From an optimization exercise on the open Yosys and OpenROAD flow, aimed at small area; shortcuts taken in it are not production practice. The RTL was checked by simulation tests, not by an equivalence proof against the original design. Power is estimated from default activity; no workload was simulated.

Setup of job 101:
==> module ras, before the edit <==
module ras #(
	parameter DATA_WIDTH = 64,
	parameter DATA_DEPTH = 4
)(
	input  logic                  rst_ni,
	input  logic                  clk_i,
	input  logic                  bp_flush_i,
	input  logic                  ras_push_i,
	input  logic                  ras_pop_i,
	input  logic [DATA_WIDTH-1:0] ras_data_i,
	output logic                  ras_data_vld_o,
	output logic [DATA_WIDTH-1:0] ras_data_o
);
  logic [DATA_DEPTH-1:0] [DATA_WIDTH-1:0] data_d, data_q;
  logic [DATA_DEPTH-1:0] data_vld_d, data_vld_q;
  assign ras_data_vld_o = data_vld_q[0];
  assign ras_data_o     = data_q[0];
  logic sel_push, sel_pop, sel_hold, sel_in;
  assign sel_push = ras_push_i & ~ras_pop_i;    
  assign sel_pop  = ras_pop_i  & ~ras_push_i;   
  assign sel_hold = ~(sel_push | sel_pop);      
  assign sel_in   = ras_push_i;                 
  ras_sel3 #(.W(DATA_WIDTH)) u_sel_top (
    .sa(sel_in),  .a(ras_data_i),
    .sb(sel_pop), .b(data_q[1]),
    .sc(~ras_push_i & ~ras_pop_i), .c(data_q[0]),
    .y(data_d[0])
  );
  for (genvar i = 1; i < DATA_DEPTH-1; i++) begin : g_mid
    ras_sel3 #(.W(DATA_WIDTH)) u_sel (
      .sa(sel_push), .a(data_q[i-1]),
      .sb(sel_pop),  .b(data_q[i+1]),
      .sc(sel_hold), .c(data_q[i]),
      .y(data_d[i])
    );
  end
  ras_sel2 #(.W(DATA_WIDTH)) u_sel_bottom (
    .sa(sel_push), .sa_n(~sel_push), .a(data_q[DATA_DEPTH-2]),
    .b(data_q[DATA_DEPTH-1]),
    .y(data_d[DATA_DEPTH-1])
  );
  always_comb begin
    data_vld_d = data_vld_q;
    if (sel_push) begin
      data_vld_d = {data_vld_q[DATA_DEPTH-2:0], 1'b1};
    end else if (sel_pop) begin
      data_vld_d = {1'b0, data_vld_q[DATA_DEPTH-1:1]};
      data_vld_d[0] = data_vld_q[1] & data_vld_q[0];
    end else begin
      if (ras_push_i) data_vld_d[0] = 1'b1;
      data_vld_d[1] = data_vld_q[1] & data_vld_q[0];
    end
    if (bp_flush_i) data_vld_d[0] = 1'b0;
  end
  always_ff @(posedge clk_i or negedge rst_ni) begin
    if (~rst_ni) data_vld_q[0] <= 1'b0;
    else         data_vld_q[0] <= data_vld_d[0];
  end
  always_ff @(posedge clk_i) begin
    data_vld_q[DATA_DEPTH-1:1] <= data_vld_d[DATA_DEPTH-1:1];
  end
  always_ff @(posedge clk_i) begin
    data_q <= data_d;
  end
endmodule
export LEC_CHECK = 0
export CAP_MARGIN = 20
export CORE_MARGIN = 2
export CORE_UTILIZATION = 55
export SLEW_MARGIN = 20
export SYNTH_HIERARCHICAL = 1
export SYNTH_MINIMUM_KEEP_SIZE = 0
create_clock -name core_clock -period 4.0 [get_ports {clk_i}]
standard.sh (not shown) runs the stock make flow with config.mk's settings and CLKGATE_MAP_FILE= SYNTH_SCRIPT=/design/flow/synth_recipe.tcl, a recipe that flattens the netlist after the stock synthesis.
==> flow/flow/run.sh <==
#!/bin/bash
# Standard ORFS layout, with the smallest buffer on the ports, the select
# nets' fanout trees rebuilt from small buffers before repair_design, and a
# clock tree of larger clusters and no dummy loads.
set -euo pipefail
bash standard.sh \
  BUFFER_PORTS_ARGS="-buffer_cell sky130_fd_sc_hd__buf_1" \
  PRE_RESIZE_TCL="$PWD/flow/pre_resize.tcl" \
  CTS_ARGS="-sink_clustering_enable -repair_clock_nets -sink_clustering_size 20 -sink_clustering_max_diameter 200 -buf_list sky130_fd_sc_hd__clkbuf_8 -dont_use_dummy_load" \
  finish > standard.log 2>&1
Other scripts of this flow, unchanged in this note and not shown: flow/flow/fanout.tcl, flow/flow/pre_resize.tcl
Changes in job 102 relative to job 101:
--- a/flow/design.v
+++ b/flow/design.v
@@ -12,8 +12,6 @@
 	output logic [DATA_WIDTH-1:0] ras_data_o
 );
   logic [DATA_DEPTH-1:0] [DATA_WIDTH-1:0] data_d, data_q;
-  logic [DATA_DEPTH-1:0] data_vld_d, data_vld_q;
-  assign ras_data_vld_o = data_vld_q[0];
   assign ras_data_o     = data_q[0];
   logic sel_push, sel_pop, sel_hold, sel_in;
   assign sel_push = ras_push_i & ~ras_pop_i;    
@@ -39,25 +37,22 @@
     .b(data_q[DATA_DEPTH-1]),
     .y(data_d[DATA_DEPTH-1])
   );
-  always_comb begin
-    data_vld_d = data_vld_q;
-    if (sel_push) begin
-      data_vld_d = {data_vld_q[DATA_DEPTH-2:0], 1'b1};
-    end else if (sel_pop) begin
-      data_vld_d = {1'b0, data_vld_q[DATA_DEPTH-1:1]};
-      data_vld_d[0] = data_vld_q[1] & data_vld_q[0];
-    end else begin
-      if (ras_push_i) data_vld_d[0] = 1'b1;
-      data_vld_d[1] = data_vld_q[1] & data_vld_q[0];
-    end
-    if (bp_flush_i) data_vld_d[0] = 1'b0;
-  end
+  logic       vld_q;
+  logic [1:0] below_q;
+  assign ras_data_vld_o = vld_q;
   always_ff @(posedge clk_i or negedge rst_ni) begin
-    if (~rst_ni) data_vld_q[0] <= 1'b0;
-    else         data_vld_q[0] <= data_vld_d[0];
+    if (~rst_ni)                 vld_q <= 1'b0;
+    else if (bp_flush_i)         vld_q <= 1'b0;
+    else if (ras_push_i)         vld_q <= 1'b1;
+    else if (ras_pop_i)          vld_q <= vld_q & (below_q != 2'd0);
   end
   always_ff @(posedge clk_i) begin
-    data_vld_q[DATA_DEPTH-1:1] <= data_vld_d[DATA_DEPTH-1:1];
+    if (ras_push_i && !vld_q)
+      below_q <= 2'd0;
+    else if (sel_push && below_q != 2'd3)
+      below_q <= below_q + 2'd1;
+    else if (sel_pop)
+      below_q <= below_q - 2'd1;
   end
   always_ff @(posedge clk_i) begin
     data_q <= data_d;
Findings:
As far as utilization is concerned, job 102 and job 101 perform about the same.
Against job 101, met2 routed wirelength in job 102 fell slightly.
Job 102: sequential share of layout area 0.37 points below job 101
Job 101 → job 102: maximum frequency went down, period utilization rose by 1.6 points.
In terms of proportion of power drawn by the clock network, job 102 and job 101 differ only marginally.
In the flow results for job 102 and job 101, the global-route usage is smaller on job 102.
Average instance area after synthesis (lower): job 102
Comparing job 101 with job 102, the cell internal power dissipation came out essentially unchanged.
Met3 wirelength from detailed routing: job 102 lower than job 101
Total die area essentially unchanged between job 101 and job 102.
The critical path depth in job 102 sits 1 above the value recorded for job 101.
[job 102 vs job 101] met1 usage in global routing: lower in job 102
Comparing job 101 with job 102, the complex-gate fraction of the synthesized area came out essentially unchanged.

[re-timing with driven ports]
Ports are ideal in the flow. The routed layouts listed here were re-timed in OpenROAD. Step 1, drivers: a clkbuf_16 drives clk_i and a buf_2 each remaining input, both assumed. Step 2 times the ports against the registers' clock, not the clock port: input delays grow and output delays shrink by t, the midpoint of the rising clock arrivals with the driver on. Slacks: ideal ports / drivers / drivers and shift; pairs: ideal ports / drivers.
run	t, ns	slack for setup (ns)	worst slew at a driven data input, ns
job 101	0.535	0.762 / 0.776 / 0.241	0.05
job 102	0.530	0.699 / 0.713 / 0.182	0.05
After both steps setup and hold are still met in every run listed. For job 101, which loses most, drivers alone change the setup slack by +0.014 ns; drivers and shift together by -0.521 ns.
